Context: an optimization exercise on an open-source flow, tuned for small area, a short achievable clock period and few clock cycles per item. The choices shown serve that exercise and are no tape-out recipe.
The RTL was checked by simulation tests, not by an equivalence proof against the original design.

==> flow/design.v (outline; a module is shown in full before it is edited, if it fits) <==
// module fa: 4 lines
// module ha: 4 lines
// module hai: 4 lines
// module qsel: 6 lines
// module csel: 3 lines
// module fsum: 3 lines
// module pgk00: 6 lines
// module pgk01: 6 lines
// module pgk10: 6 lines
// module pgk11: 6 lines
// module bc: 4 lines
// module gc: 3 lines
// module sq_mod_p: 1143 lines
// module sq_mod_q: 1663 lines
// module crt_s: 1008 lines
// module crt_x: 438 lines
// module decode_7seg: 26 lines
// module bbs_generator: 57 lines
module bbs_generator(
    input  wire CLOCK_50,
    input  wire res,
    input  wire [63:0] seed,
    output wire [9:0] LEDR,
    output reg  valid,
    output wire [63:0] x_out,
    output wire [6:0] HEX0,
    output wire [6:0] HEX1,
    output wire [6:0] HEX2,
    output wire [6:0] HEX3,
    output wire [6:0] HEX4,
    output wire [6:0] HEX5
);
  // ...
==> flow/run.sh <==
#!/bin/bash
# synth_recipe.tcl (not shown) runs the flow's synth.tcl, then flattens the netlist and writes it again
# the make line also repeats each setting of config.mk as NAME=value (left out here)
make -C /OpenROAD-flow-scripts/flow DESIGN_CONFIG=/design/flow/config.mk WORK_HOME=/design/flow/orfs CLKGATE_MAP_FILE= SYNTH_SCRIPT=/design/flow/synth_recipe.tcl finish
==> flow/config.mk <==
export PLATFORM = sky130hd
export DESIGN_NAME = bbs_generator
export DESIGN_NICKNAME = bbs_generator
export VERILOG_FILES = /design/flow/design.v
export SDC_FILE = /design/flow/constraint.sdc
export NUM_CORES = 4
export LEC_CHECK = 0
export CAP_MARGIN = 20
export CORE_MARGIN = 2
export CORE_UTILIZATION = 60
export SETUP_SLACK_MARGIN = 3
export SLEW_MARGIN = 20
export SYNTH_HIERARCHICAL = 1
export SYNTH_MINIMUM_KEEP_SIZE = 0
==> flow/constraint.sdc <==
create_clock -name core_clock -period 12.0 [get_ports {CLOCK_50}]
set_input_delay 2.4000 -clock core_clock [delete_from_list [all_inputs] [get_ports {CLOCK_50}]]
set_output_delay 2.4000 -clock core_clock [all_outputs]
set_load 0.01 [all_outputs]
==> flow_summary.ini, run 1 <==
[clock_network]
cts_resized = 269
numCtsBuffers = 17
path_clk_slew_ns = 0.08

[final_layout]
multi_input_area_share = 0.782
dominant_cells = multi-input gates
seq_cell_count = 151
area_share_clock_buf_inv = 0.00886

[global_route]
track_usage = 0.389
grt_pass1_vias = 44768
antenna_found_initial = 9
grt.met3_usage = 0.141
grtUsageMet2 = 0.593

[synth]
synth_edf_count = 0
synthTopCellsByArea = fa_1 (51%), ha_1 (7.6%), nand2_1 (7.4%)
synthMuxAreaShare = 0.0146
syn_inst = 5391
yosys.area.top_type = fa_1
avgSynthCellArea_um2 = 10.2

[timing]
finalCriticalPeriod_ns = 9.09
finalSetupViolCount = 0
holdWs_ns = 0.480

[outcome]
status = no timing/DRC/antenna violations

[routing]
dr.pass1.iters = 8
avgViaCountPerCell = 5.93
drcViolationCount = 0

[critical_path]
path_depth = 27
arrival_ns = 9.51
rr_worst_depth = 27
start_kind = flip-flop

[floorplan]
die_y_um = 307
rows = 111
Testbench counts, summed over its fixed seeds: cycles 216, numbers 192.
==> module qsel, before the edit <==
module qsel (input wire co1, input wire t1, input wire co2, input wire t2,
             input wire co3, input wire t3, input wire e, output wire [2:0] o);
    assign o[2] = co3 & (t3 | e);
    assign o[1] = co2 | (t2 & e);
    assign o[0] = co1 | t1 | e;
endmodule
==> module bbs_generator, before the edit <==
module bbs_generator(
    input  wire CLOCK_50,
    input  wire res,
    input  wire [63:0] seed,
    output wire [9:0] LEDR,
    output reg  valid,
    output wire [63:0] x_out,
    output wire [6:0] HEX0,
    output wire [6:0] HEX1,
    output wire [6:0] HEX2,
    output wire [6:0] HEX3,
    output wire [6:0] HEX4,
    output wire [6:0] HEX5
);
    reg  [1:0]  phase;       
    reg  [30:0] a_reg, b_reg;
    reg  [30:0] s_reg, bq_reg;
    reg  [23:0] counter;
    wire [63:0] sd = seed & {64{phase == 2'd0}};
    wire [30:0] a_next, b_next, s_next;
    wire [61:0] x;
    sq_mod_p sqp (.a(a_reg), .sd(sd), .r(a_next));
    sq_mod_q sqq (.b(b_reg), .sd(sd), .r(b_next));
    crt_s    crs (.a(a_reg), .b(b_reg), .s(s_next));
    crt_x    crx (.b(bq_reg), .s(s_reg), .x(x));
    wire x0 = bq_reg[0] ^ s_reg[0];
    wire [23:0] shown = counter + {23'd0, ~x0};
    always @(posedge CLOCK_50 or posedge res) begin
        if (res) begin
            phase   <= 2'd0;
            a_reg   <= 31'd0;
            b_reg   <= 31'd0;
            s_reg   <= 31'd0;
            bq_reg  <= 31'd0;
            counter <= 24'd0;
            valid   <= 1'b0;
        end else begin
            if (phase != 2'd2)
                phase <= phase + 2'd1;
            a_reg  <= a_next;
            b_reg  <= b_next;
            s_reg  <= s_next;
            bq_reg <= b_reg;
            valid  <= (phase == 2'd2);
            if (valid)
                counter <= shown;
        end
    end
    assign x_out = {2'b00, x};
    assign LEDR  = {8'd0, ~x0, x0};
    decode_7seg d0 (.in(shown[3:0]),   .seg(HEX0));
    decode_7seg d1 (.in(shown[7:4]),   .seg(HEX1));
    decode_7seg d2 (.in(shown[11:8]),  .seg(HEX2));
    decode_7seg d3 (.in(shown[15:12]), .seg(HEX3));
    decode_7seg d4 (.in(shown[19:16]), .seg(HEX4));
    decode_7seg d5 (.in(shown[23:20]), .seg(HEX5));
endmodule
==> run 2: changes to the inputs <==
--- a/flow/design.v
+++ b/flow/design.v
@@ -6,50 +6,21 @@
     assign s  = a ^ b;
     assign co = a & b;
 endmodule
 module hai (input wire a, input wire b, output wire s, output wire co);
     assign s  = ~(a ^ b);
     assign co = a | b;
 endmodule
 module qsel (input wire co1, input wire t1, input wire co2, input wire t2,
-             input wire co3, input wire t3, input wire e, output wire [2:0] o);
-    assign o[2] = co3 & (t3 | e);
-    assign o[1] = co2 | (t2 & e);
-    assign o[0] = co1 | t1 | e;
-endmodule
-module csel (input wire [2:0] o, input wire c0, input wire c1, input wire c2, input wire c3, output wire c);
-    assign c = o[1] ? (o[2] ? c3 : c2) : (o[0] ? c1 : c0);
-endmodule
-module fsum (input wire p, input wire gg, input wire pp, input wire c, output wire s);
-    assign s = p ^ (gg | (pp & c));
-endmodule
-module pgk00 (input wire x, input wire y, input wire x1, input wire y1, output wire p, output wire g);
-    wire u = x ^ y;
-    wire t = x1 & y1;
-    assign p = u ^ t;
-    assign g = u & t;
-endmodule
-module pgk01 (input wire x, input wire y, input wire x1, input wire y1, output wire p, output wire g);
-    wire u = ~(x ^ y);
-    wire t = x1 & y1;
-    assign p = u ^ t;
-    assign g = u & t;
-endmodule
-module pgk10 (input wire x, input wire y, input wire x1, input wire y1, output wire p, output wire g);
-    wire u = x ^ y;
-    wire t = x1 | y1;
-    assign p = u ^ t;
-    assign g = u & t;
-endmodule
-module pgk11 (input wire x, input wire y, input wire x1, input wire y1, output wire p, output wire g);
-    wire u = ~(x ^ y);
-    wire t = x1 | y1;
-    assign p = u ^ t;
-    assign g = u & t;
+             input wire co3, input wire t3, input wire e, output wire [3:0] o);
+    wire s3 = co3 & (t3 | e);
+    wire s2 = co2 | (t2 & e);
+    wire s1 = co1 | t1 | e;
+    assign o = {s3, ~s3 & s2, ~s3 & ~s2 & s1, ~s3 & ~s2 & ~s1};
 endmodule
 module bc (input wire gh, input wire ph, input wire gl, input wire pl, output wire g, output wire p);
     assign g = gh | (ph & gl);
     assign p = ph & pl;
 endmodule
 module gc (input wire gh, input wire ph, input wire gl, output wire g);
     assign g = gh | (ph & gl);
 endmodule
@@ -2599,270 +2570,282 @@
     hai uq215_ha (.a(uq124), .b(uq125), .s(uq215), .co(uq216));
     wire uq217, uq218;
     hai uq217_ha (.a(uq126), .b(uq127), .s(uq217), .co(uq218));
     wire uq219, uq220;
     hai uq219_ha (.a(uq128), .b(uq129), .s(uq219), .co(uq220));
     wire [30:0] s0 = ~({tq1179, tq1177, tq1175, tq1173, tq1171, tq1169, tq1167, tq1165, tq1163, tq1161, tq1159, tq1157, tq1155, tq1153, tq1151, tq1149, tq1147, tq1145, tq1143, tq1141, tq1139, tq1137, tq1135, tq1133, tq1131, tq1129, tq1115, tq1113, tq1076, tq1073, ~b[0]} & {uq219, uq217, uq215, uq213, uq211, uq209, uq207, uq205, uq203, uq201, uq199, uq197, uq195, uq193, uq191, uq189, uq187, uq185, uq183, uq177, uq169, uq181, uq175, uq179, uq173, uq171, uq160, uq158, uq156, uq134, uq133});
     wire [30:0] s1 = ~({tq1178, tq1176, tq1174, tq1172, tq1170, tq1168, tq1166, tq1164, tq1162, tq1160, tq1158, tq1156, tq1154, tq1152, tq1150, tq1148, tq1146, tq1144, tq1142, tq1140, tq1138, tq1136, tq1134, tq1132, tq1130, 1'b1, tq1114, tq1078, tq1077, tq1075, tq1073} & {uq218, uq216, uq214, uq212, uq210, uq208, uq206, uq204, uq202, uq200, uq198, uq196, uq194, uq192, uq190, uq188, uq186, uq184, 1'b1, 1'b1, uq182, 1'b1, uq180, 1'b1, uq172, uq162, uq161, uq159, uq157, uq155, 1'b1});
     wire e = ~(tq1180 & uq220);
-    wire [24:0] yh_p, yh_g;
-    pgk00 yh_h0 (.x(s0[7]), .y(s1[7]), .x1(s0[6]), .y1(s1[6]), .p(yh_p[0]), .g(yh_g[0]));
-    pgk00 yh_h1 (.x(s0[8]), .y(s1[8]), .x1(s0[7]), .y1(s1[7]), .p(yh_p[1]), .g(yh_g[1]));
-    pgk00 yh_h2 (.x(s0[9]), .y(s1[9]), .x1(s0[8]), .y1(s1[8]), .p(yh_p[2]), .g(yh_g[2]));
-    pgk00 yh_h3 (.x(s0[10]), .y(s1[10]), .x1(s0[9]), .y1(s1[9]), .p(yh_p[3]), .g(yh_g[3]));
-    pgk00 yh_h4 (.x(s0[11]), .y(s1[11]), .x1(s0[10]), .y1(s1[10]), .p(yh_p[4]), .g(yh_g[4]));
-    pgk00 yh_h5 (.x(s0[12]), .y(s1[12]), .x1(s0[11]), .y1(s1[11]), .p(yh_p[5]), .g(yh_g[5]));
-    pgk00 yh_h6 (.x(s0[13]), .y(s1[13]), .x1(s0[12]), .y1(s1[12]), .p(yh_p[6]), .g(yh_g[6]));
-    pgk00 yh_h7 (.x(s0[14]), .y(s1[14]), .x1(s0[13]), .y1(s1[13]), .p(yh_p[7]), .g(yh_g[7]));
-    pgk00 yh_h8 (.x(s0[15]), .y(s1[15]), .x1(s0[14]), .y1(s1[14]), .p(yh_p[8]), .g(yh_g[8]));
-    pgk00 yh_h9 (.x(s0[16]), .y(s1[16]), .x1(s0[15]), .y1(s1[15]), .p(yh_p[9]), .g(yh_g[9]));
-    pgk00 yh_h10 (.x(s0[17]), .y(s1[17]), .x1(s0[16]), .y1(s1[16]), .p(yh_p[10]), .g(yh_g[10]));
-    pgk00 yh_h11 (.x(s0[18]), .y(s1[18]), .x1(s0[17]), .y1(s1[17]), .p(yh_p[11]), .g(yh_g[11]));
-    pgk00 yh_h12 (.x(s0[19]), .y(s1[19]), .x1(s0[18]), .y1(s1[18]), .p(yh_p[12]), .g(yh_g[12]));
-    pgk00 yh_h13 (.x(s0[20]), .y(s1[20]), .x1(s0[19]), .y1(s1[19]), .p(yh_p[13]), .g(yh_g[13]));
-    pgk00 yh_h14 (.x(s0[21]), .y(s1[21]), .x1(s0[20]), .y1(s1[20]), .p(yh_p[14]), .g(yh_g[14]));
-    pgk00 yh_h15 (.x(s0[22]), .y(s1[22]), .x1(s0[21]), .y1(s1[21]), .p(yh_p[15]), .g(yh_g[15]));
-    pgk00 yh_h16 (.x(s0[23]), .y(s1[23]), .x1(s0[22]), .y1(s1[22]), .p(yh_p[16]), .g(yh_g[16]));
-    pgk00 yh_h17 (.x(s0[24]), .y(s1[24]), .x1(s0[23]), .y1(s1[23]), .p(yh_p[17]), .g(yh_g[17]));
-    pgk00 yh_h18 (.x(s0[25]), .y(s1[25]), .x1(s0[24]), .y1(s1[24]), .p(yh_p[18]), .g(yh_g[18]));
-    pgk00 yh_h19 (.x(s0[26]), .y(s1[26]), .x1(s0[25]), .y1(s1[25]), .p(yh_p[19]), .g(yh_g[19]));
-    pgk00 yh_h20 (.x(s0[27]), .y(s1[27]), .x1(s0[26]), .y1(s1[26]), .p(yh_p[20]), .g(yh_g[20]));
-    pgk00 yh_h21 (.x(s0[28]), .y(s1[28]), .x1(s0[27]), .y1(s1[27]), .p(yh_p[21]), .g(yh_g[21]));
-    pgk00 yh_h22 (.x(s0[29]), .y(s1[29]), .x1(s0[28]), .y1(s1[28]), .p(yh_p[22]), .g(yh_g[22]));
-    pgk00 yh_h23 (.x(s0[30]), .y(s1[30]), .x1(s0[29]), .y1(s1[29]), .p(yh_p[23]), .g(yh_g[23]));
-    pgk00 yh_h24 (.x(1'b0), .y(1'b0), .x1(s0[30]), .y1(s1[30]), .p(yh_p[24]), .g(yh_g[24]));
-    wire [24:0] yh_G, yh_P;
-    assign yh_G[0] = yh_g[0];
-    assign yh_P[0] = yh_p[0];
-    wire yh_G1_0p, yh_P1_0;
-    bc yh_G1_0p_c (.gh(yh_g[1]), .ph(yh_p[1]), .gl(yh_g[0]), .pl(yh_p[0]), .g(yh_G1_0p), .p(yh_P1_0));
-    assign yh_G[1] = yh_G1_0p;
-    assign yh_P[1] = yh_P1_0;
-    wire yh_G2_0p, yh_P2_0;
-    bc yh_G2_0p_c (.gh(yh_g[2]), .ph(yh_p[2]), .gl(yh_G1_0p), .pl(yh_P1_0), .g(yh_G2_0p), .p(yh_P2_0));
-    assign yh_G[2] = yh_G2_0p;
-    assign yh_P[2] = yh_P2_0;
-    wire yh_G3_2p, yh_P3_2;
-    bc yh_G3_2p_c (.gh(yh_g[3]), .ph(yh_p[3]), .gl(yh_g[2]), .pl(yh_p[2]), .g(yh_G3_2p), .p(yh_P3_2));
-    wire yh_G3_0p, yh_P3_0;
-    bc yh_G3_0p_c (.gh(yh_G3_2p), .ph(yh_P3_2), .gl(yh_G1_0p), .pl(yh_P1_0), .g(yh_G3_0p), .p(yh_P3_0));
-    assign yh_G[3] = yh_G3_0p;
-    assign yh_P[3] = yh_P3_0;
-    wire yh_G4_0p, yh_P4_0;
-    bc yh_G4_0p_c (.gh(yh_g[4]), .ph(yh_p[4]), .gl(yh_G3_0p), .pl(yh_P3_0), .g(yh_G4_0p), .p(yh_P4_0));
-    assign yh_G[4] = yh_G4_0p;
-    assign yh_P[4] = yh_P4_0;
-    wire yh_G5_4p, yh_P5_4;
-    bc yh_G5_4p_c (.gh(yh_g[5]), .ph(yh_p[5]), .gl(yh_g[4]), .pl(yh_p[4]), .g(yh_G5_4p), .p(yh_P5_4));
-    wire yh_G5_0p, yh_P5_0;
-    bc yh_G5_0p_c (.gh(yh_G5_4p), .ph(yh_P5_4), .gl(yh_G3_0p), .pl(yh_P3_0), .g(yh_G5_0p), .p(yh_P5_0));
-    assign yh_G[5] = yh_G5_0p;
-    assign yh_P[5] = yh_P5_0;
-    wire yh_G6_4p, yh_P6_4;
-    bc yh_G6_4p_c (.gh(yh_g[6]), .ph(yh_p[6]), .gl(yh_G5_4p), .pl(yh_P5_4), .g(yh_G6_4p), .p(yh_P6_4));
-    wire yh_G6_0p, yh_P6_0;
-    bc yh_G6_0p_c (.gh(yh_G6_4p), .ph(yh_P6_4), .gl(yh_G3_0p), .pl(yh_P3_0), .g(yh_G6_0p), .p(yh_P6_0));
-    assign yh_G[6] = yh_G6_0p;
-    assign yh_P[6] = yh_P6_0;
-    wire yh_G7_6p, yh_P7_6;
-    bc yh_G7_6p_c (.gh(yh_g[7]), .ph(yh_p[7]), .gl(yh_g[6]), .pl(yh_p[6]), .g(yh_G7_6p), .p(yh_P7_6));
-    wire yh_G7_4p, yh_P7_4;
-    bc yh_G7_4p_c (.gh(yh_G7_6p), .ph(yh_P7_6), .gl(yh_G5_4p), .pl(yh_P5_4), .g(yh_G7_4p), .p(yh_P7_4));
-    wire yh_G7_0p, yh_P7_0;
-    bc yh_G7_0p_c (.gh(yh_G7_4p), .ph(yh_P7_4), .gl(yh_G3_0p), .pl(yh_P3_0), .g(yh_G7_0p), .p(yh_P7_0));
-    assign yh_G[7] = yh_G7_0p;
-    assign yh_P[7] = yh_P7_0;
-    wire yh_G8_0p, yh_P8_0;
-    bc yh_G8_0p_c (.gh(yh_g[8]), .ph(yh_p[8]), .gl(yh_G7_0p), .pl(yh_P7_0), .g(yh_G8_0p), .p(yh_P8_0));
-    assign yh_G[8] = yh_G8_0p;
-    assign yh_P[8] = yh_P8_0;
-    wire yh_G9_8p, yh_P9_8;
-    bc yh_G9_8p_c (.gh(yh_g[9]), .ph(yh_p[9]), .gl(yh_g[8]), .pl(yh_p[8]), .g(yh_G9_8p), .p(yh_P9_8));
-    wire yh_G9_0p, yh_P9_0;
-    bc yh_G9_0p_c (.gh(yh_G9_8p), .ph(yh_P9_8), .gl(yh_G7_0p), .pl(yh_P7_0), .g(yh_G9_0p), .p(yh_P9_0));
-    assign yh_G[9] = yh_G9_0p;
-    assign yh_P[9] = yh_P9_0;
-    wire yh_G10_8p, yh_P10_8;
-    bc yh_G10_8p_c (.gh(yh_g[10]), .ph(yh_p[10]), .gl(yh_G9_8p), .pl(yh_P9_8), .g(yh_G10_8p), .p(yh_P10_8));
-    wire yh_G10_0p, yh_P10_0;
-    bc yh_G10_0p_c (.gh(yh_G10_8p), .ph(yh_P10_8), .gl(yh_G7_0p), .pl(yh_P7_0), .g(yh_G10_0p), .p(yh_P10_0));
-    assign yh_G[10] = yh_G10_0p;
-    assign yh_P[10] = yh_P10_0;
-    wire yh_G11_10p, yh_P11_10;
-    bc yh_G11_10p_c (.gh(yh_g[11]), .ph(yh_p[11]), .gl(yh_g[10]), .pl(yh_p[10]), .g(yh_G11_10p), .p(yh_P11_10));
-    wire yh_G11_8p, yh_P11_8;
-    bc yh_G11_8p_c (.gh(yh_G11_10p), .ph(yh_P11_10), .gl(yh_G9_8p), .pl(yh_P9_8), .g(yh_G11_8p), .p(yh_P11_8));
-    wire yh_G11_0p, yh_P11_0;
-    bc yh_G11_0p_c (.gh(yh_G11_8p), .ph(yh_P11_8), .gl(yh_G7_0p), .pl(yh_P7_0), .g(yh_G11_0p), .p(yh_P11_0));
-    assign yh_G[11] = yh_G11_0p;
-    assign yh_P[11] = yh_P11_0;
-    wire yh_G12_8p, yh_P12_8;
-    bc yh_G12_8p_c (.gh(yh_g[12]), .ph(yh_p[12]), .gl(yh_G11_8p), .pl(yh_P11_8), .g(yh_G12_8p), .p(yh_P12_8));
-    wire yh_G12_0p, yh_P12_0;
-    bc yh_G12_0p_c (.gh(yh_G12_8p), .ph(yh_P12_8), .gl(yh_G7_0p), .pl(yh_P7_0), .g(yh_G12_0p), .p(yh_P12_0));
-    assign yh_G[12] = yh_G12_0p;
-    assign yh_P[12] = yh_P12_0;
-    wire yh_G13_12p, yh_P13_12;
-    bc yh_G13_12p_c (.gh(yh_g[13]), .ph(yh_p[13]), .gl(yh_g[12]), .pl(yh_p[12]), .g(yh_G13_12p), .p(yh_P13_12));
-    wire yh_G13_8p, yh_P13_8;
-    bc yh_G13_8p_c (.gh(yh_G13_12p), .ph(yh_P13_12), .gl(yh_G11_8p), .pl(yh_P11_8), .g(yh_G13_8p), .p(yh_P13_8));
-    wire yh_G13_0p, yh_P13_0;
-    bc yh_G13_0p_c (.gh(yh_G13_8p), .ph(yh_P13_8), .gl(yh_G7_0p), .pl(yh_P7_0), .g(yh_G13_0p), .p(yh_P13_0));
-    assign yh_G[13] = yh_G13_0p;
-    assign yh_P[13] = yh_P13_0;
-    wire yh_G14_12p, yh_P14_12;
-    bc yh_G14_12p_c (.gh(yh_g[14]), .ph(yh_p[14]), .gl(yh_G13_12p), .pl(yh_P13_12), .g(yh_G14_12p), .p(yh_P14_12));
-    wire yh_G14_8p, yh_P14_8;
-    bc yh_G14_8p_c (.gh(yh_G14_12p), .ph(yh_P14_12), .gl(yh_G11_8p), .pl(yh_P11_8), .g(yh_G14_8p), .p(yh_P14_8));
-    wire yh_G14_0p, yh_P14_0;
-    bc yh_G14_0p_c (.gh(yh_G14_8p), .ph(yh_P14_8), .gl(yh_G7_0p), .pl(yh_P7_0), .g(yh_G14_0p), .p(yh_P14_0));
-    assign yh_G[14] = yh_G14_0p;
-    assign yh_P[14] = yh_P14_0;
-    wire yh_G15_14p, yh_P15_14;
-    bc yh_G15_14p_c (.gh(yh_g[15]), .ph(yh_p[15]), .gl(yh_g[14]), .pl(yh_p[14]), .g(yh_G15_14p), .p(yh_P15_14));
-    wire yh_G15_12p, yh_P15_12;
-    bc yh_G15_12p_c (.gh(yh_G15_14p), .ph(yh_P15_14), .gl(yh_G13_12p), .pl(yh_P13_12), .g(yh_G15_12p), .p(yh_P15_12));
-    wire yh_G15_8p, yh_P15_8;
-    bc yh_G15_8p_c (.gh(yh_G15_12p), .ph(yh_P15_12), .gl(yh_G11_8p), .pl(yh_P11_8), .g(yh_G15_8p), .p(yh_P15_8));
-    wire yh_G15_0p, yh_P15_0;
-    bc yh_G15_0p_c (.gh(yh_G15_8p), .ph(yh_P15_8), .gl(yh_G7_0p), .pl(yh_P7_0), .g(yh_G15_0p), .p(yh_P15_0));
-    assign yh_G[15] = yh_G15_0p;
-    assign yh_P[15] = yh_P15_0;
-    wire yh_G16_0p, yh_P16_0;
-    bc yh_G16_0p_c (.gh(yh_g[16]), .ph(yh_p[16]), .gl(yh_G15_0p), .pl(yh_P15_0), .g(yh_G16_0p), .p(yh_P16_0));
-    assign yh_G[16] = yh_G16_0p;
-    assign yh_P[16] = yh_P16_0;
-    wire yh_G17_16p, yh_P17_16;
-    bc yh_G17_16p_c (.gh(yh_g[17]), .ph(yh_p[17]), .gl(yh_g[16]), .pl(yh_p[16]), .g(yh_G17_16p), .p(yh_P17_16));
-    wire yh_G17_0p, yh_P17_0;
-    bc yh_G17_0p_c (.gh(yh_G17_16p), .ph(yh_P17_16), .gl(yh_G15_0p), .pl(yh_P15_0), .g(yh_G17_0p), .p(yh_P17_0));
-    assign yh_G[17] = yh_G17_0p;
-    assign yh_P[17] = yh_P17_0;
-    wire yh_G18_16p, yh_P18_16;
-    bc yh_G18_16p_c (.gh(yh_g[18]), .ph(yh_p[18]), .gl(yh_G17_16p), .pl(yh_P17_16), .g(yh_G18_16p), .p(yh_P18_16));
-    wire yh_G18_0p, yh_P18_0;
-    bc yh_G18_0p_c (.gh(yh_G18_16p), .ph(yh_P18_16), .gl(yh_G15_0p), .pl(yh_P15_0), .g(yh_G18_0p), .p(yh_P18_0));
-    assign yh_G[18] = yh_G18_0p;
-    assign yh_P[18] = yh_P18_0;
-    wire yh_G19_18p, yh_P19_18;
-    bc yh_G19_18p_c (.gh(yh_g[19]), .ph(yh_p[19]), .gl(yh_g[18]), .pl(yh_p[18]), .g(yh_G19_18p), .p(yh_P19_18));
-    wire yh_G19_16p, yh_P19_16;
-    bc yh_G19_16p_c (.gh(yh_G19_18p), .ph(yh_P19_18), .gl(yh_G17_16p), .pl(yh_P17_16), .g(yh_G19_16p), .p(yh_P19_16));
-    wire yh_G19_0p, yh_P19_0;
-    bc yh_G19_0p_c (.gh(yh_G19_16p), .ph(yh_P19_16), .gl(yh_G15_0p), .pl(yh_P15_0), .g(yh_G19_0p), .p(yh_P19_0));
-    assign yh_G[19] = yh_G19_0p;
-    assign yh_P[19] = yh_P19_0;
-    wire yh_G20_16p, yh_P20_16;
-    bc yh_G20_16p_c (.gh(yh_g[20]), .ph(yh_p[20]), .gl(yh_G19_16p), .pl(yh_P19_16), .g(yh_G20_16p), .p(yh_P20_16));
-    wire yh_G20_0p, yh_P20_0;
-    bc yh_G20_0p_c (.gh(yh_G20_16p), .ph(yh_P20_16), .gl(yh_G15_0p), .pl(yh_P15_0), .g(yh_G20_0p), .p(yh_P20_0));
-    assign yh_G[20] = yh_G20_0p;
-    assign yh_P[20] = yh_P20_0;
-    wire yh_G21_20p, yh_P21_20;
-    bc yh_G21_20p_c (.gh(yh_g[21]), .ph(yh_p[21]), .gl(yh_g[20]), .pl(yh_p[20]), .g(yh_G21_20p), .p(yh_P21_20));
-    wire yh_G21_16p, yh_P21_16;
-    bc yh_G21_16p_c (.gh(yh_G21_20p), .ph(yh_P21_20), .gl(yh_G19_16p), .pl(yh_P19_16), .g(yh_G21_16p), .p(yh_P21_16));
-    wire yh_G21_0p, yh_P21_0;
-    bc yh_G21_0p_c (.gh(yh_G21_16p), .ph(yh_P21_16), .gl(yh_G15_0p), .pl(yh_P15_0), .g(yh_G21_0p), .p(yh_P21_0));
-    assign yh_G[21] = yh_G21_0p;
-    assign yh_P[21] = yh_P21_0;
-    wire yh_G22_20p, yh_P22_20;
-    bc yh_G22_20p_c (.gh(yh_g[22]), .ph(yh_p[22]), .gl(yh_G21_20p), .pl(yh_P21_20), .g(yh_G22_20p), .p(yh_P22_20));
-    wire yh_G22_16p, yh_P22_16;
-    bc yh_G22_16p_c (.gh(yh_G22_20p), .ph(yh_P22_20), .gl(yh_G19_16p), .pl(yh_P19_16), .g(yh_G22_16p), .p(yh_P22_16));
-    wire yh_G22_0p, yh_P22_0;
-    bc yh_G22_0p_c (.gh(yh_G22_16p), .ph(yh_P22_16), .gl(yh_G15_0p), .pl(yh_P15_0), .g(yh_G22_0p), .p(yh_P22_0));
-    assign yh_G[22] = yh_G22_0p;
-    assign yh_P[22] = yh_P22_0;
-    wire yh_G23_22p, yh_P23_22;
-    bc yh_G23_22p_c (.gh(yh_g[23]), .ph(yh_p[23]), .gl(yh_g[22]), .pl(yh_p[22]), .g(yh_G23_22p), .p(yh_P23_22));
-    wire yh_G23_20p, yh_P23_20;
-    bc yh_G23_20p_c (.gh(yh_G23_22p), .ph(yh_P23_22), .gl(yh_G21_20p), .pl(yh_P21_20), .g(yh_G23_20p), .p(yh_P23_20));
-    wire yh_G23_16p, yh_P23_16;
-    bc yh_G23_16p_c (.gh(yh_G23_20p), .ph(yh_P23_20), .gl(yh_G19_16p), .pl(yh_P19_16), .g(yh_G23_16p), .p(yh_P23_16));
-    wire yh_G23_0p, yh_P23_0;
-    bc yh_G23_0p_c (.gh(yh_G23_16p), .ph(yh_P23_16), .gl(yh_G15_0p), .pl(yh_P15_0), .g(yh_G23_0p), .p(yh_P23_0));
-    assign yh_G[23] = yh_G23_0p;
-    assign yh_P[23] = yh_P23_0;
-    wire yh_G24_16p, yh_P24_16;
-    bc yh_G24_16p_c (.gh(yh_g[24]), .ph(yh_p[24]), .gl(yh_G23_16p), .pl(yh_P23_16), .g(yh_G24_16p), .p(yh_P24_16));
-    wire yh_G24_0p, yh_P24_0;
-    bc yh_G24_0p_c (.gh(yh_G24_16p), .ph(yh_P24_16), .gl(yh_G15_0p), .pl(yh_P15_0), .g(yh_G24_0p), .p(yh_P24_0));
-    assign yh_G[24] = yh_G24_0p;
-    assign yh_P[24] = yh_P24_0;
-    wire [6:0] u0 = {s0[6] ^ s1[6], s0[5:0] ^ s1[5:0] ^ 6'd0};
-    wire [6:0] v0 = {(s0[5:0] & s1[5:0]) | (s0[5:0] & 6'd0) | (s1[5:0] & 6'd0), 1'b0};
-    wire [7:0] l0 = {1'b0, u0} + {1'b0, v0};
-    wire c0 = l0[7];
-    wire t0 = yh_p[24] ^ (yh_G[23] | (yh_P[23] & c0));
-    wire co0 = yh_G[24] | (yh_P[24] & c0);
-    wire [6:0] u1 = {s0[6] ^ s1[6], s0[5:0] ^ s1[5:0] ^ 6'd19};
-    wire [6:0] v1 = {(s0[5:0] & s1[5:0]) | (s0[5:0] & 6'd19) | (s1[5:0] & 6'd19), 1'b0};
-    wire [7:0] l1 = {1'b0, u1} + {1'b0, v1};
-    wire c1 = l1[7];
-    wire t1 = yh_p[24] ^ (yh_G[23] | (yh_P[23] & c1));
-    wire co1 = yh_G[24] | (yh_P[24] & c1);
-    wire [6:0] u2 = {s0[6] ^ s1[6], s0[5:0] ^ s1[5:0] ^ 6'd38};
-    wire [6:0] v2 = {(s0[5:0] & s1[5:0]) | (s0[5:0] & 6'd38) | (s1[5:0] & 6'd38), 1'b0};
-    wire [7:0] l2 = {1'b0, u2} + {1'b0, v2};
-    wire c2 = l2[7];
-    wire t2 = yh_p[24] ^ (yh_G[23] | (yh_P[23] & c2));
-    wire co2 = yh_G[24] | (yh_P[24] & c2);
-    wire [6:0] u3 = {s0[6] ^ s1[6], s0[5:0] ^ s1[5:0] ^ 6'd57};
-    wire [6:0] v3 = {(s0[5:0] & s1[5:0]) | (s0[5:0] & 6'd57) | (s1[5:0] & 6'd57), 1'b0};
-    wire [7:0] l3 = {1'b0, u3} + {1'b0, v3};
-    wire c3 = l3[7];
-    wire t3 = yh_p[24] ^ (yh_G[23] | (yh_P[23] & c3));
-    wire co3 = yh_G[24] | (yh_P[24] & c3);
-    wire [2:0] o0;
-    qsel qs0 (.co1(co1), .t1(t1), .co2(co2), .t2(t2), .co3(co3), .t3(t3), .e(e), .o(o0));
-    wire [2:0] o1;
-    qsel qs1 (.co1(co1), .t1(t1), .co2(co2), .t2(t2), .co3(co3), .t3(t3), .e(e), .o(o1));
-    wire [2:0] o2;
-    qsel qs2 (.co1(co1), .t1(t1), .co2(co2), .t2(t2), .co3(co3), .t3(t3), .e(e), .o(o2));
-    wire [2:0] o3;
-    qsel qs3 (.co1(co1), .t1(t1), .co2(co2), .t2(t2), .co3(co3), .t3(t3), .e(e), .o(o3));
-    csel lo0 (.o(o0), .c0(l0[0]), .c1(l1[0]), .c2(l2[0]), .c3(l3[0]), .c(r[0]));
-    csel lo1 (.o(o0), .c0(l0[1]), .c1(l1[1]), .c2(l2[1]), .c3(l3[1]), .c(r[1]));
-    csel lo2 (.o(o0), .c0(l0[2]), .c1(l1[2]), .c2(l2[2]), .c3(l3[2]), .c(r[2]));
-    csel lo3 (.o(o0), .c0(l0[3]), .c1(l1[3]), .c2(l2[3]), .c3(l3[3]), .c(r[3]));
-    csel lo4 (.o(o0), .c0(l0[4]), .c1(l1[4]), .c2(l2[4]), .c3(l3[4]), .c(r[4]));
-    csel lo5 (.o(o0), .c0(l0[5]), .c1(l1[5]), .c2(l2[5]), .c3(l3[5]), .c(r[5]));
-    csel lo6 (.o(o0), .c0(l0[6]), .c1(l1[6]), .c2(l2[6]), .c3(l3[6]), .c(r[6]));
-    wire c7_1;
-    csel cs1 (.o(o1), .c0(c0), .c1(c1), .c2(c2), .c3(c3), .c(c7_1));
-    wire c7_2;
-    csel cs2 (.o(o2), .c0(c0), .c1(c1), .c2(c2), .c3(c3), .c(c7_2));
-    wire c7_3;
-    csel cs3 (.o(o3), .c0(c0), .c1(c1), .c2(c2), .c3(c3), .c(c7_3));
-    assign r[7] = yh_p[0] ^ c7_1;
-    fsum fs8 (.p(yh_p[1]), .gg(yh_G[0]), .pp(yh_P[0]), .c(c7_1), .s(r[8]));
-    fsum fs9 (.p(yh_p[2]), .gg(yh_G[1]), .pp(yh_P[1]), .c(c7_1), .s(r[9]));
-    fsum fs10 (.p(yh_p[3]), .gg(yh_G[2]), .pp(yh_P[2]), .c(c7_1), .s(r[10]));
-    fsum fs11 (.p(yh_p[4]), .gg(yh_G[3]), .pp(yh_P[3]), .c(c7_1), .s(r[11]));
-    fsum fs12 (.p(yh_p[5]), .gg(yh_G[4]), .pp(yh_P[4]), .c(c7_1), .s(r[12]));
-    fsum fs13 (.p(yh_p[6]), .gg(yh_G[5]), .pp(yh_P[5]), .c(c7_1), .s(r[13]));
-    fsum fs14 (.p(yh_p[7]), .gg(yh_G[6]), .pp(yh_P[6]), .c(c7_1), .s(r[14]));
-    fsum fs15 (.p(yh_p[8]), .gg(yh_G[7]), .pp(yh_P[7]), .c(c7_2), .s(r[15]));
-    fsum fs16 (.p(yh_p[9]), .gg(yh_G[8]), .pp(yh_P[8]), .c(c7_2), .s(r[16]));
-    fsum fs17 (.p(yh_p[10]), .gg(yh_G[9]), .pp(yh_P[9]), .c(c7_2), .s(r[17]));
-    fsum fs18 (.p(yh_p[11]), .gg(yh_G[10]), .pp(yh_P[10]), .c(c7_2), .s(r[18]));
-    fsum fs19 (.p(yh_p[12]), .gg(yh_G[11]), .pp(yh_P[11]), .c(c7_2), .s(r[19]));
-    fsum fs20 (.p(yh_p[13]), .gg(yh_G[12]), .pp(yh_P[12]), .c(c7_2), .s(r[20]));
-    fsum fs21 (.p(yh_p[14]), .gg(yh_G[13]), .pp(yh_P[13]), .c(c7_2), .s(r[21]));
-    fsum fs22 (.p(yh_p[15]), .gg(yh_G[14]), .pp(yh_P[14]), .c(c7_2), .s(r[22]));
-    fsum fs23 (.p(yh_p[16]), .gg(yh_G[15]), .pp(yh_P[15]), .c(c7_3), .s(r[23]));
-    fsum fs24 (.p(yh_p[17]), .gg(yh_G[16]), .pp(yh_P[16]), .c(c7_3), .s(r[24]));
-    fsum fs25 (.p(yh_p[18]), .gg(yh_G[17]), .pp(yh_P[17]), .c(c7_3), .s(r[25]));
-    fsum fs26 (.p(yh_p[19]), .gg(yh_G[18]), .pp(yh_P[18]), .c(c7_3), .s(r[26]));
-    fsum fs27 (.p(yh_p[20]), .gg(yh_G[19]), .pp(yh_P[19]), .c(c7_3), .s(r[27]));
-    fsum fs28 (.p(yh_p[21]), .gg(yh_G[20]), .pp(yh_P[20]), .c(c7_3), .s(r[28]));
-    fsum fs29 (.p(yh_p[22]), .gg(yh_G[21]), .pp(yh_P[21]), .c(c7_3), .s(r[29]));
-    fsum fs30 (.p(yh_p[23]), .gg(yh_G[22]), .pp(yh_P[22]), .c(c7_3), .s(r[30]));
+    wire [30:0] yt_a = s0;
+    wire [30:0] yt_b = s1;
+    wire [30:0] yt_p, yt_g;
+    ha yt_h0 (.a(yt_a[0]), .b(yt_b[0]), .s(yt_p[0]), .co(yt_g[0]));
+    ha yt_h1 (.a(yt_a[1]), .b(yt_b[1]), .s(yt_p[1]), .co(yt_g[1]));
+    ha yt_h2 (.a(yt_a[2]), .b(yt_b[2]), .s(yt_p[2]), .co(yt_g[2]));
+    ha yt_h3 (.a(yt_a[3]), .b(yt_b[3]), .s(yt_p[3]), .co(yt_g[3]));
+    ha yt_h4 (.a(yt_a[4]), .b(yt_b[4]), .s(yt_p[4]), .co(yt_g[4]));
+    ha yt_h5 (.a(yt_a[5]), .b(yt_b[5]), .s(yt_p[5]), .co(yt_g[5]));
+    ha yt_h6 (.a(yt_a[6]), .b(yt_b[6]), .s(yt_p[6]), .co(yt_g[6]));
+    ha yt_h7 (.a(yt_a[7]), .b(yt_b[7]), .s(yt_p[7]), .co(yt_g[7]));
+    ha yt_h8 (.a(yt_a[8]), .b(yt_b[8]), .s(yt_p[8]), .co(yt_g[8]));
+    ha yt_h9 (.a(yt_a[9]), .b(yt_b[9]), .s(yt_p[9]), .co(yt_g[9]));
+    ha yt_h10 (.a(yt_a[10]), .b(yt_b[10]), .s(yt_p[10]), .co(yt_g[10]));
+    ha yt_h11 (.a(yt_a[11]), .b(yt_b[11]), .s(yt_p[11]), .co(yt_g[11]));
+    ha yt_h12 (.a(yt_a[12]), .b(yt_b[12]), .s(yt_p[12]), .co(yt_g[12]));
+    ha yt_h13 (.a(yt_a[13]), .b(yt_b[13]), .s(yt_p[13]), .co(yt_g[13]));
+    ha yt_h14 (.a(yt_a[14]), .b(yt_b[14]), .s(yt_p[14]), .co(yt_g[14]));
+    ha yt_h15 (.a(yt_a[15]), .b(yt_b[15]), .s(yt_p[15]), .co(yt_g[15]));
+    ha yt_h16 (.a(yt_a[16]), .b(yt_b[16]), .s(yt_p[16]), .co(yt_g[16]));
+    ha yt_h17 (.a(yt_a[17]), .b(yt_b[17]), .s(yt_p[17]), .co(yt_g[17]));
+    ha yt_h18 (.a(yt_a[18]), .b(yt_b[18]), .s(yt_p[18]), .co(yt_g[18]));
+    ha yt_h19 (.a(yt_a[19]), .b(yt_b[19]), .s(yt_p[19]), .co(yt_g[19]));
+    ha yt_h20 (.a(yt_a[20]), .b(yt_b[20]), .s(yt_p[20]), .co(yt_g[20]));
+    ha yt_h21 (.a(yt_a[21]), .b(yt_b[21]), .s(yt_p[21]), .co(yt_g[21]));
+    ha yt_h22 (.a(yt_a[22]), .b(yt_b[22]), .s(yt_p[22]), .co(yt_g[22]));
+    ha yt_h23 (.a(yt_a[23]), .b(yt_b[23]), .s(yt_p[23]), .co(yt_g[23]));
+    ha yt_h24 (.a(yt_a[24]), .b(yt_b[24]), .s(yt_p[24]), .co(yt_g[24]));
+    ha yt_h25 (.a(yt_a[25]), .b(yt_b[25]), .s(yt_p[25]), .co(yt_g[25]));
+    ha yt_h26 (.a(yt_a[26]), .b(yt_b[26]), .s(yt_p[26]), .co(yt_g[26]));
+    ha yt_h27 (.a(yt_a[27]), .b(yt_b[27]), .s(yt_p[27]), .co(yt_g[27]));
+    ha yt_h28 (.a(yt_a[28]), .b(yt_b[28]), .s(yt_p[28]), .co(yt_g[28]));
+    ha yt_h29 (.a(yt_a[29]), .b(yt_b[29]), .s(yt_p[29]), .co(yt_g[29]));
+    ha yt_h30 (.a(yt_a[30]), .b(yt_b[30]), .s(yt_p[30]), .co(yt_g[30]));
+    wire [30:0] yt_G, yt_P;
+    assign yt_G[0] = yt_g[0];
+    assign yt_P[0] = yt_p[0];
+    wire yt_G1_0;
+    gc yt_G1_0_c (.gh(yt_g[1]), .ph(yt_p[1]), .gl(yt_g[0]), .g(yt_G1_0));
+    assign yt_G[1] = yt_G1_0;
+    assign yt_P[1] = 1'b0;
+    wire yt_G2_0;
+    gc yt_G2_0_c (.gh(yt_g[2]), .ph(yt_p[2]), .gl(yt_G1_0), .g(yt_G2_0));
+    assign yt_G[2] = yt_G2_0;
+    assign yt_P[2] = 1'b0;
+    wire yt_G3_2p, yt_P3_2;
+    bc yt_G3_2p_c (.gh(yt_g[3]), .ph(yt_p[3]), .gl(yt_g[2]), .pl(yt_p[2]), .g(yt_G3_2p), .p(yt_P3_2));
+    wire yt_G3_0;
+    gc yt_G3_0_c (.gh(yt_G3_2p), .ph(yt_P3_2), .gl(yt_G1_0), .g(yt_G3_0));
+    assign yt_G[3] = yt_G3_0;
+    assign yt_P[3] = 1'b0;
+    wire yt_G4_0;
+    gc yt_G4_0_c (.gh(yt_g[4]), .ph(yt_p[4]), .gl(yt_G3_0), .g(yt_G4_0));
+    assign yt_G[4] = yt_G4_0;
+    assign yt_P[4] = 1'b0;
+    wire yt_G5_4p, yt_P5_4;
+    bc yt_G5_4p_c (.gh(yt_g[5]), .ph(yt_p[5]), .gl(yt_g[4]), .pl(yt_p[4]), .g(yt_G5_4p), .p(yt_P5_4));
+    wire yt_G5_0;
+    gc yt_G5_0_c (.gh(yt_G5_4p), .ph(yt_P5_4), .gl(yt_G3_0), .g(yt_G5_0));
+    assign yt_G[5] = yt_G5_0;
+    assign yt_P[5] = 1'b0;
+    wire yt_G6_4p, yt_P6_4;
+    bc yt_G6_4p_c (.gh(yt_g[6]), .ph(yt_p[6]), .gl(yt_G5_4p), .pl(yt_P5_4), .g(yt_G6_4p), .p(yt_P6_4));
+    wire yt_G6_0;
+    gc yt_G6_0_c (.gh(yt_G6_4p), .ph(yt_P6_4), .gl(yt_G3_0), .g(yt_G6_0));
+    assign yt_G[6] = yt_G6_0;
+    assign yt_P[6] = 1'b0;
+    wire yt_G7_6p, yt_P7_6;
+    bc yt_G7_6p_c (.gh(yt_g[7]), .ph(yt_p[7]), .gl(yt_g[6]), .pl(yt_p[6]), .g(yt_G7_6p), .p(yt_P7_6));
+    wire yt_G7_4p, yt_P7_4;
+    bc yt_G7_4p_c (.gh(yt_G7_6p), .ph(yt_P7_6), .gl(yt_G5_4p), .pl(yt_P5_4), .g(yt_G7_4p), .p(yt_P7_4));
+    wire yt_G7_0;
+    gc yt_G7_0_c (.gh(yt_G7_4p), .ph(yt_P7_4), .gl(yt_G3_0), .g(yt_G7_0));
+    assign yt_G[7] = yt_G7_0;
+    assign yt_P[7] = 1'b0;
+    wire yt_G8_0;
+    gc yt_G8_0_c (.gh(yt_g[8]), .ph(yt_p[8]), .gl(yt_G7_0), .g(yt_G8_0));
+    assign yt_G[8] = yt_G8_0;
+    assign yt_P[8] = 1'b0;
+    wire yt_G9_8p, yt_P9_8;
+    bc yt_G9_8p_c (.gh(yt_g[9]), .ph(yt_p[9]), .gl(yt_g[8]), .pl(yt_p[8]), .g(yt_G9_8p), .p(yt_P9_8));
+    wire yt_G9_0;
+    gc yt_G9_0_c (.gh(yt_G9_8p), .ph(yt_P9_8), .gl(yt_G7_0), .g(yt_G9_0));
+    assign yt_G[9] = yt_G9_0;
+    assign yt_P[9] = 1'b0;
+    wire yt_G10_8p, yt_P10_8;
+    bc yt_G10_8p_c (.gh(yt_g[10]), .ph(yt_p[10]), .gl(yt_G9_8p), .pl(yt_P9_8), .g(yt_G10_8p), .p(yt_P10_8));
+    wire yt_G10_0;
+    gc yt_G10_0_c (.gh(yt_G10_8p), .ph(yt_P10_8), .gl(yt_G7_0), .g(yt_G10_0));
+    assign yt_G[10] = yt_G10_0;
+    assign yt_P[10] = 1'b0;
+    wire yt_G11_10p, yt_P11_10;
+    bc yt_G11_10p_c (.gh(yt_g[11]), .ph(yt_p[11]), .gl(yt_g[10]), .pl(yt_p[10]), .g(yt_G11_10p), .p(yt_P11_10));
+    wire yt_G11_8p, yt_P11_8;
+    bc yt_G11_8p_c (.gh(yt_G11_10p), .ph(yt_P11_10), .gl(yt_G9_8p), .pl(yt_P9_8), .g(yt_G11_8p), .p(yt_P11_8));
+    wire yt_G11_0;
+    gc yt_G11_0_c (.gh(yt_G11_8p), .ph(yt_P11_8), .gl(yt_G7_0), .g(yt_G11_0));
+    assign yt_G[11] = yt_G11_0;
+    assign yt_P[11] = 1'b0;
+    wire yt_G12_8p, yt_P12_8;
+    bc yt_G12_8p_c (.gh(yt_g[12]), .ph(yt_p[12]), .gl(yt_G11_8p), .pl(yt_P11_8), .g(yt_G12_8p), .p(yt_P12_8));
+    wire yt_G12_0;
+    gc yt_G12_0_c (.gh(yt_G12_8p), .ph(yt_P12_8), .gl(yt_G7_0), .g(yt_G12_0));
+    assign yt_G[12] = yt_G12_0;
+    assign yt_P[12] = 1'b0;
+    wire yt_G13_12p, yt_P13_12;
+    bc yt_G13_12p_c (.gh(yt_g[13]), .ph(yt_p[13]), .gl(yt_g[12]), .pl(yt_p[12]), .g(yt_G13_12p), .p(yt_P13_12));
+    wire yt_G13_8p, yt_P13_8;
+    bc yt_G13_8p_c (.gh(yt_G13_12p), .ph(yt_P13_12), .gl(yt_G11_8p), .pl(yt_P11_8), .g(yt_G13_8p), .p(yt_P13_8));
+    wire yt_G13_0;
+    gc yt_G13_0_c (.gh(yt_G13_8p), .ph(yt_P13_8), .gl(yt_G7_0), .g(yt_G13_0));
+    assign yt_G[13] = yt_G13_0;
+    assign yt_P[13] = 1'b0;
+    wire yt_G14_12p, yt_P14_12;
+    bc yt_G14_12p_c (.gh(yt_g[14]), .ph(yt_p[14]), .gl(yt_G13_12p), .pl(yt_P13_12), .g(yt_G14_12p), .p(yt_P14_12));
+    wire yt_G14_8p, yt_P14_8;
+    bc yt_G14_8p_c (.gh(yt_G14_12p), .ph(yt_P14_12), .gl(yt_G11_8p), .pl(yt_P11_8), .g(yt_G14_8p), .p(yt_P14_8));
+    wire yt_G14_0;
+    gc yt_G14_0_c (.gh(yt_G14_8p), .ph(yt_P14_8), .gl(yt_G7_0), .g(yt_G14_0));
+    assign yt_G[14] = yt_G14_0;
+    assign yt_P[14] = 1'b0;
+    wire yt_G15_14p, yt_P15_14;
+    bc yt_G15_14p_c (.gh(yt_g[15]), .ph(yt_p[15]), .gl(yt_g[14]), .pl(yt_p[14]), .g(yt_G15_14p), .p(yt_P15_14));
+    wire yt_G15_12p, yt_P15_12;
+    bc yt_G15_12p_c (.gh(yt_G15_14p), .ph(yt_P15_14), .gl(yt_G13_12p), .pl(yt_P13_12), .g(yt_G15_12p), .p(yt_P15_12));
+    wire yt_G15_8p, yt_P15_8;
+    bc yt_G15_8p_c (.gh(yt_G15_12p), .ph(yt_P15_12), .gl(yt_G11_8p), .pl(yt_P11_8), .g(yt_G15_8p), .p(yt_P15_8));
+    wire yt_G15_0;
+    gc yt_G15_0_c (.gh(yt_G15_8p), .ph(yt_P15_8), .gl(yt_G7_0), .g(yt_G15_0));
+    assign yt_G[15] = yt_G15_0;
+    assign yt_P[15] = 1'b0;
+    wire yt_G16_0;
+    gc yt_G16_0_c (.gh(yt_g[16]), .ph(yt_p[16]), .gl(yt_G15_0), .g(yt_G16_0));
+    assign yt_G[16] = yt_G16_0;
+    assign yt_P[16] = 1'b0;
+    wire yt_G17_16p, yt_P17_16;
+    bc yt_G17_16p_c (.gh(yt_g[17]), .ph(yt_p[17]), .gl(yt_g[16]), .pl(yt_p[16]), .g(yt_G17_16p), .p(yt_P17_16));
+    wire yt_G17_0;
+    gc yt_G17_0_c (.gh(yt_G17_16p), .ph(yt_P17_16), .gl(yt_G15_0), .g(yt_G17_0));
+    assign yt_G[17] = yt_G17_0;
+    assign yt_P[17] = 1'b0;
+    wire yt_G18_16p, yt_P18_16;
+    bc yt_G18_16p_c (.gh(yt_g[18]), .ph(yt_p[18]), .gl(yt_G17_16p), .pl(yt_P17_16), .g(yt_G18_16p), .p(yt_P18_16));
+    wire yt_G18_0;
+    gc yt_G18_0_c (.gh(yt_G18_16p), .ph(yt_P18_16), .gl(yt_G15_0), .g(yt_G18_0));
+    assign yt_G[18] = yt_G18_0;
+    assign yt_P[18] = 1'b0;
+    wire yt_G19_18p, yt_P19_18;
+    bc yt_G19_18p_c (.gh(yt_g[19]), .ph(yt_p[19]), .gl(yt_g[18]), .pl(yt_p[18]), .g(yt_G19_18p), .p(yt_P19_18));
+    wire yt_G19_16p, yt_P19_16;
+    bc yt_G19_16p_c (.gh(yt_G19_18p), .ph(yt_P19_18), .gl(yt_G17_16p), .pl(yt_P17_16), .g(yt_G19_16p), .p(yt_P19_16));
+    wire yt_G19_0;
+    gc yt_G19_0_c (.gh(yt_G19_16p), .ph(yt_P19_16), .gl(yt_G15_0), .g(yt_G19_0));
+    assign yt_G[19] = yt_G19_0;
+    assign yt_P[19] = 1'b0;
+    wire yt_G20_16p, yt_P20_16;
+    bc yt_G20_16p_c (.gh(yt_g[20]), .ph(yt_p[20]), .gl(yt_G19_16p), .pl(yt_P19_16), .g(yt_G20_16p), .p(yt_P20_16));
+    wire yt_G20_0;
+    gc yt_G20_0_c (.gh(yt_G20_16p), .ph(yt_P20_16), .gl(yt_G15_0), .g(yt_G20_0));
+    assign yt_G[20] = yt_G20_0;
+    assign yt_P[20] = 1'b0;
+    wire yt_G21_20p, yt_P21_20;
+    bc yt_G21_20p_c (.gh(yt_g[21]), .ph(yt_p[21]), .gl(yt_g[20]), .pl(yt_p[20]), .g(yt_G21_20p), .p(yt_P21_20));
+    wire yt_G21_16p, yt_P21_16;
+    bc yt_G21_16p_c (.gh(yt_G21_20p), .ph(yt_P21_20), .gl(yt_G19_16p), .pl(yt_P19_16), .g(yt_G21_16p), .p(yt_P21_16));
+    wire yt_G21_0;
+    gc yt_G21_0_c (.gh(yt_G21_16p), .ph(yt_P21_16), .gl(yt_G15_0), .g(yt_G21_0));
+    assign yt_G[21] = yt_G21_0;
+    assign yt_P[21] = 1'b0;
+    wire yt_G22_20p, yt_P22_20;
+    bc yt_G22_20p_c (.gh(yt_g[22]), .ph(yt_p[22]), .gl(yt_G21_20p), .pl(yt_P21_20), .g(yt_G22_20p), .p(yt_P22_20));
+    wire yt_G22_16p, yt_P22_16;
+    bc yt_G22_16p_c (.gh(yt_G22_20p), .ph(yt_P22_20), .gl(yt_G19_16p), .pl(yt_P19_16), .g(yt_G22_16p), .p(yt_P22_16));
+    wire yt_G22_0;
+    gc yt_G22_0_c (.gh(yt_G22_16p), .ph(yt_P22_16), .gl(yt_G15_0), .g(yt_G22_0));
+    assign yt_G[22] = yt_G22_0;
+    assign yt_P[22] = 1'b0;
+    wire yt_G23_22p, yt_P23_22;
+    bc yt_G23_22p_c (.gh(yt_g[23]), .ph(yt_p[23]), .gl(yt_g[22]), .pl(yt_p[22]), .g(yt_G23_22p), .p(yt_P23_22));
+    wire yt_G23_20p, yt_P23_20;
+    bc yt_G23_20p_c (.gh(yt_G23_22p), .ph(yt_P23_22), .gl(yt_G21_20p), .pl(yt_P21_20), .g(yt_G23_20p), .p(yt_P23_20));
+    wire yt_G23_16p, yt_P23_16;
+    bc yt_G23_16p_c (.gh(yt_G23_20p), .ph(yt_P23_20), .gl(yt_G19_16p), .pl(yt_P19_16), .g(yt_G23_16p), .p(yt_P23_16));
+    wire yt_G23_0;
+    gc yt_G23_0_c (.gh(yt_G23_16p), .ph(yt_P23_16), .gl(yt_G15_0), .g(yt_G23_0));
+    assign yt_G[23] = yt_G23_0;
+    assign yt_P[23] = 1'b0;
+    wire yt_G24_16p, yt_P24_16;
+    bc yt_G24_16p_c (.gh(yt_g[24]), .ph(yt_p[24]), .gl(yt_G23_16p), .pl(yt_P23_16), .g(yt_G24_16p), .p(yt_P24_16));
+    wire yt_G24_0;
+    gc yt_G24_0_c (.gh(yt_G24_16p), .ph(yt_P24_16), .gl(yt_G15_0), .g(yt_G24_0));
+    assign yt_G[24] = yt_G24_0;
+    assign yt_P[24] = 1'b0;
+    wire yt_G25_24p, yt_P25_24;
+    bc yt_G25_24p_c (.gh(yt_g[25]), .ph(yt_p[25]), .gl(yt_g[24]), .pl(yt_p[24]), .g(yt_G25_24p), .p(yt_P25_24));
+    wire yt_G25_16p, yt_P25_16;
+    bc yt_G25_16p_c (.gh(yt_G25_24p), .ph(yt_P25_24), .gl(yt_G23_16p), .pl(yt_P23_16), .g(yt_G25_16p), .p(yt_P25_16));
+    wire yt_G25_0;
+    gc yt_G25_0_c (.gh(yt_G25_16p), .ph(yt_P25_16), .gl(yt_G15_0), .g(yt_G25_0));
+    assign yt_G[25] = yt_G25_0;
+    assign yt_P[25] = 1'b0;
+    wire yt_G26_24p, yt_P26_24;
+    bc yt_G26_24p_c (.gh(yt_g[26]), .ph(yt_p[26]), .gl(yt_G25_24p), .pl(yt_P25_24), .g(yt_G26_24p), .p(yt_P26_24));
+    wire yt_G26_16p, yt_P26_16;
+    bc yt_G26_16p_c (.gh(yt_G26_24p), .ph(yt_P26_24), .gl(yt_G23_16p), .pl(yt_P23_16), .g(yt_G26_16p), .p(yt_P26_16));
+    wire yt_G26_0;
+    gc yt_G26_0_c (.gh(yt_G26_16p), .ph(yt_P26_16), .gl(yt_G15_0), .g(yt_G26_0));
+    assign yt_G[26] = yt_G26_0;
+    assign yt_P[26] = 1'b0;
+    wire yt_G27_26p, yt_P27_26;
+    bc yt_G27_26p_c (.gh(yt_g[27]), .ph(yt_p[27]), .gl(yt_g[26]), .pl(yt_p[26]), .g(yt_G27_26p), .p(yt_P27_26));
+    wire yt_G27_24p, yt_P27_24;
+    bc yt_G27_24p_c (.gh(yt_G27_26p), .ph(yt_P27_26), .gl(yt_G25_24p), .pl(yt_P25_24), .g(yt_G27_24p), .p(yt_P27_24));
+    wire yt_G27_16p, yt_P27_16;
+    bc yt_G27_16p_c (.gh(yt_G27_24p), .ph(yt_P27_24), .gl(yt_G23_16p), .pl(yt_P23_16), .g(yt_G27_16p), .p(yt_P27_16));
+    wire yt_G27_0;
+    gc yt_G27_0_c (.gh(yt_G27_16p), .ph(yt_P27_16), .gl(yt_G15_0), .g(yt_G27_0));
+    assign yt_G[27] = yt_G27_0;
+    assign yt_P[27] = 1'b0;
+    wire yt_G28_24p, yt_P28_24;
+    bc yt_G28_24p_c (.gh(yt_g[28]), .ph(yt_p[28]), .gl(yt_G27_24p), .pl(yt_P27_24), .g(yt_G28_24p), .p(yt_P28_24));
+    wire yt_G28_16p, yt_P28_16;
+    bc yt_G28_16p_c (.gh(yt_G28_24p), .ph(yt_P28_24), .gl(yt_G23_16p), .pl(yt_P23_16), .g(yt_G28_16p), .p(yt_P28_16));
+    wire yt_G28_0;
+    gc yt_G28_0_c (.gh(yt_G28_16p), .ph(yt_P28_16), .gl(yt_G15_0), .g(yt_G28_0));
+    assign yt_G[28] = yt_G28_0;
+    assign yt_P[28] = 1'b0;
+    wire yt_G29_28p, yt_P29_28;
+    bc yt_G29_28p_c (.gh(yt_g[29]), .ph(yt_p[29]), .gl(yt_g[28]), .pl(yt_p[28]), .g(yt_G29_28p), .p(yt_P29_28));
+    wire yt_G29_24p, yt_P29_24;
+    bc yt_G29_24p_c (.gh(yt_G29_28p), .ph(yt_P29_28), .gl(yt_G27_24p), .pl(yt_P27_24), .g(yt_G29_24p), .p(yt_P29_24));
+    wire yt_G29_16p, yt_P29_16;
+    bc yt_G29_16p_c (.gh(yt_G29_24p), .ph(yt_P29_24), .gl(yt_G23_16p), .pl(yt_P23_16), .g(yt_G29_16p), .p(yt_P29_16));
+    wire yt_G29_0;
+    gc yt_G29_0_c (.gh(yt_G29_16p), .ph(yt_P29_16), .gl(yt_G15_0), .g(yt_G29_0));
+    assign yt_G[29] = yt_G29_0;
+    assign yt_P[29] = 1'b0;
+    wire yt_G30_28p, yt_P30_28;
+    bc yt_G30_28p_c (.gh(yt_g[30]), .ph(yt_p[30]), .gl(yt_G29_28p), .pl(yt_P29_28), .g(yt_G30_28p), .p(yt_P30_28));
+    wire yt_G30_24p, yt_P30_24;
+    bc yt_G30_24p_c (.gh(yt_G30_28p), .ph(yt_P30_28), .gl(yt_G27_24p), .pl(yt_P27_24), .g(yt_G30_24p), .p(yt_P30_24));
+    wire yt_G30_16p, yt_P30_16;
+    bc yt_G30_16p_c (.gh(yt_G30_24p), .ph(yt_P30_24), .gl(yt_G23_16p), .pl(yt_P23_16), .g(yt_G30_16p), .p(yt_P30_16));
+    wire yt_G30_0;
+    gc yt_G30_0_c (.gh(yt_G30_16p), .ph(yt_P30_16), .gl(yt_G15_0), .g(yt_G30_0));
+    assign yt_G[30] = yt_G30_0;
+    assign yt_P[30] = 1'b0;
+    wire yt_co = yt_G[30];
+    wire [30:0] yt_s = yt_p ^ {yt_G[29:0], 1'b0};
+    wire [30:0] t = yt_s;
+    wire h1 = yt_co ^ e;    
+    wire h2 = yt_co & e;    
+    wire [6:0] l0 = {1'b0, t[5:0]};
+    wire [6:0] l19 = {1'b0, t[5:0]} + 7'd19;
+    wire [6:0] l38 = {1'b0, t[5:0]} + 7'd38;
+    wire [6:0] l = h2 ? l38 : (h1 ? l19 : l0);
+    wire [25:0] ones;
+    assign ones[0] = 1'b1;
+    genvar gi;
+    generate for (gi = 1; gi < 26; gi = gi + 1) begin : op
+        assign ones[gi] = ones[gi-1] & t[gi+5];
+    end endgenerate
+    wire [24:0] hi = t[30:6] ^ ({25{l[6]}} & ones[24:0]);
+    wire ovf = l[6] & ones[25];
+    wire [6:0] l2 = {1'b0, l[5:0]} + 7'd19;
+    assign r = ovf ? {24'd0, l2} : {hi, l[5:0]};
 endmodule
 module crt_s (
     input  wire [30:0] a,
     input  wire [30:0] b,
     output wire [30:0] s
 );
     wire [30:0] ad_a = b;
     wire [30:0] ad_b = ~a;
@@ -4349,17 +4332,20 @@
     reg  [30:0] a_reg, b_reg;
     reg  [30:0] s_reg, bq_reg;
     reg  [23:0] counter;
     wire [63:0] sd = seed & {64{phase == 2'd0}};
     wire [30:0] a_next, b_next, s_next;
     wire [61:0] x;
     sq_mod_p sqp (.a(a_reg), .sd(sd), .r(a_next));
     sq_mod_q sqq (.b(b_reg), .sd(sd), .r(b_next));
-    crt_s    crs (.a(a_reg), .b(b_reg), .s(s_next));
+    wire b_ge = (&b_reg[30:5]) & (b_reg[4:0] >= 5'd13);
+    wire [4:0] b_lo = b_reg[4:0] + 5'd19;
+    wire [30:0] b_c = b_ge ? {26'd0, b_lo} : b_reg;
+    crt_s    crs (.a(a_reg), .b(b_c), .s(s_next));
     crt_x    crx (.b(bq_reg), .s(s_reg), .x(x));
     wire x0 = bq_reg[0] ^ s_reg[0];
     wire [23:0] shown = counter + {23'd0, ~x0};
     always @(posedge CLOCK_50 or posedge res) begin
         if (res) begin
             phase   <= 2'd0;
             a_reg   <= 31'd0;
             b_reg   <= 31'd0;
@@ -4368,17 +4354,17 @@
             counter <= 24'd0;
             valid   <= 1'b0;
         end else begin
             if (phase != 2'd2)
                 phase <= phase + 2'd1;
             a_reg  <= a_next;
             b_reg  <= b_next;
             s_reg  <= s_next;
-            bq_reg <= b_reg;
+            bq_reg <= b_c;
             valid  <= (phase == 2'd2);
             if (valid)
                 counter <= shown;
         end
     end
     assign x_out = {2'b00, x};
     assign LEDR  = {8'd0, ~x0, x0};
     decode_7seg d0 (.in(shown[3:0]),   .seg(HEX0));
==> run 2 against run 1 <==
  * Via count is 3.0% higher
  * Global-route usage is 0.67 points higher
  * Utilization is 3.1 points higher
  * Non-clock buffer count is 49 higher
  * Area after synthesis is 1.3% lower
  * Still clean
  * Die area is 1.3% lower
  * Critical endpoint is now x_out[47]
  * Sequential share of layout area is 0.25 points lower
  * Critical path depth is 2 lower
  * Synthesized cell count is 1.5% lower
==> flow_summary.ini, run 2 <==
[floorplan]
rows = 110
dieArea_um2 = 93100
coreArea_um2 = 89900
num_io_pins = 183
start_util = 0.605
dieWidth_um = 305
die_y_um = 305

[synth]
ys_types = 66
synth_edf_count = 0
synth.most_common_cell = fa_1
ys_ff_latch = 151
ys.flop_type = dfrtp_1
yosys.area.top_type_share = 0.517
synthTopCellsByArea = fa_1 (52%), nand2_1 (7.7%), ha_1 (7.4%)
syn_inst = 5308
yosys.area.top_type = fa_1
avgSynthCellArea_um2 = 10.2
seq_area_frac_synth = 0.0695
postSynth.asyncResetShare = 1.00
ys_top_cells_by_count = fa_1 (1404), nand2_1 (1112), inv_1 (607)
synth_area_um2 = 54400
yosysWarnings = 8

[timing]
clock.fmax_mhz = 110
finalCriticalPeriod_ns = 9.12
finalSetupViolCount = 0
skew_ns = 0.0330
hold_violations = 0
slew_headroom = 0.263
timing.setup.tns_ns = 0
rsz0062_at_grt = true
period_share = 0.760
tightest_slew_ns = 1.11
slew_violations = 0

[global_route]
grt_max_degree = 60
grt_pass1_wl_um = 271000
overflow = 0
grt_pass1_vias = 44370
antenna_found_initial = 19
track_usage = 0.396

[placement]
finalWeightedCongestion = 1.04
dp_hpwl_um = 128000
io_buffers = 172
place_area_um2 = 57200

[min_path]
min-delay-path-class = flip-flop to flip-flop
hold_depth = 1

[clock_network]
numCtsBuffers = 17
clockBufferDepth = 2
path_clk_slew_ns = 0.10
clock_sinks = 151
cts_tree = yes
cts-root-buf = clkbuf_16
clkLatencyLatePin_ns = 0.52
htreeDepth = 4
hold_buffers = 0

[critical_path]
rr_worst_depth = 37
critPathMaxFanout = 5
max_stage_delay_ns = 0.57
arrival_ns = 6.72
cp.required_ns = 9.60
cp_slowest_cell = clkdlybuf4s50_1
critPathMostFrequentCell = a21o_1
critical_path_class = flip-flop to output port
end_kind = output port
start_kind = flip-flop

[outcome]
status = no timing/DRC/antenna violations

[final_layout]
design_area_um2 = 64600
multi_input_area_um2 = 49700
ff_latch_area_um2 = 3850
final_common_cell = fa_1
drive_above_1_share = 0.196
fillers = 6495
synthToLayoutAreaGrowth_pct = 18.7
fin_nets = 7499
final_cell_mix = fa_1 (1245), nand2_1 (1091), inv_1 (547)

[routing]
routed_wl_um = 189000
avgViaCountPerCell = 6.14
num_vias = 42409
dr.pass1.iters = 7
wire_per_inst_um = 27.4
postRouteAntennaNets = 0
drt_iter0_markers = 4114
drcViolationCount = 0

[flow_run]
maxCapViolations = 0
==> run 2: area by class of cell <==
type / count / area share
tap: 1176 / 0.0228
clock buffer: 21 / 0.00729
multi-input combinational: 4318 / 0.770
antenna: 5 / 0.000194
clock inverter: 11 / 0.00196
timing repair buffer: 608 / 0.100
inverter: 612 / 0.0376
sequential: 151 / 0.0596
==> run 2: what timing repair did <==
| item | CTS | global route |
|---|---|---|
| setup endpoints to repair | 88 | 86 |
| buffers inserted | 100 | 209 |
| cloned | 20 | 20 |
| resized for setup | 294 | 460 |
| pin swaps | 42 | 185 |
==> run 2: metrics by stage <==
step	cells	hold slack [ns]	worst slack, ns	util
3_3_place_gp	6516	0.465	1.24	0.636
3_5_place_dp	6516	0.468	1.14	0.636
4_1_cts	6668	0.482	2.83	0.672
2_1_floorplan	5324	0.446	3.01	-
6_report	6902	0.483	2.88	0.718
5_1_grt	6897	0.516	2.62	0.718
==> run 2: worst paths after layout <==
path                               to  slack [ns]       from
setup / recovery            x_out[47]        2.88  s_reg[25]
hold / removal               phase[0]        0.48   phase[0]
setup reg to reg             s_reg[1]        2.89  b_reg[30]
hold reg to reg              phase[0]        0.48   phase[0]
max in group asynchronous   b_reg[25]        7.59        res
min in group asynchronous  counter[0]        2.30        res
==> run 2: Yosys stat by module (local to each module, per instance), a selection <==
| module | cell area, um^2 | times used | flip-flops and latches |
|---|---|---|---|
| sq_mod_q | 3900 | 1 | 0 |
| hai | 27.5 | 71 | 0 |
| fa | 20.0 | 1403 | 0 |
| bc | 13.8 | 274 | 0 |
| gc | 7.51 | 64 | 0 |
| bbs_generator | 5680 | 1 | 151 |
| decode_7seg | 240 | 6 | 0 |
==> run 2: per-layer routing <==
layer | up-vias | part of all wire | global-route usage
met4 | 32 | 0.059 | 0.164
met1 | 21812 | 0.37 | 0.533
met3 | 677 | 0.12 | 0.116
met2 | 2742 | 0.45 | 0.605
li1 | 17146 | - | -
met5 | - | 0.0011 | 0.00413
==> run 2: kinds of logic (layout without fill, tap and decap cells) <==
| family | Yosys count | in the layout | synth area share |
|---|---|---|---|
| and+or+nand+nor | 1781 | 1785 | 0.154 |
| adders and majority gates | 1726 | 1726 | 0.591 |
| buffers and inverters | 860 | 1252 | 0.0636 |
| AOI/OAI and AO/OA | 521 | 522 | 0.0749 |
| xor gates and xnor gates | 237 | 237 | 0.0386 |
| DFF | 151 | 151 | 0.0695 |
| muxes | 29 | 29 | 0.00858 |
| other | 3 | 24 | 0.000207 |
==> run 2: worst max-delay path, delay by kind of cell, from the launching register on <==
family / cells / cell delay (ns)
AND/OR/NAND/NOR: 4 / 0.71
XOR/XNOR: 4 / 0.59
buffers and inverters: 3 / 0.91
adder cells (fa/ha/maj): 7 / 2.23
flip-flops: 1 / 0.50
AO/OA/AOI/OAI: 7 / 1.24
Testbench counts of run 2, summed over its fixed seeds: cycles 216, numbers 192.

## re-timing with driven ports
The flow's constraints put no driver on any port. The routed layouts listed below were extracted and timed again, unchanged, in two steps. Step 1 sets driving cells, clkbuf_16 on the clock port and buf_2 on the other inputs (assumed; they add their load-dependent delay and slew). Step 2 times the ports against the registers' clock, not the clock port: input delays grow and output delays shrink by t, the midpoint of the rising clock arrivals with the driver on. a / b / c = ideal / step 1 / step 2; a / b = the first two.
run | t, ns | setup WS [ns] | cell pins on the clock port's net
run 1 | 0.574 | 2.910 / 2.910 / 2.438 | 1
run 2 | 0.583 | 2.875 / 2.798 / 2.562 | 1
After both steps setup and hold are still met in every run listed. For run 1, which loses most, drivers alone change the setup slack by 0.000 ns; drivers and shift together by -0.472 ns.
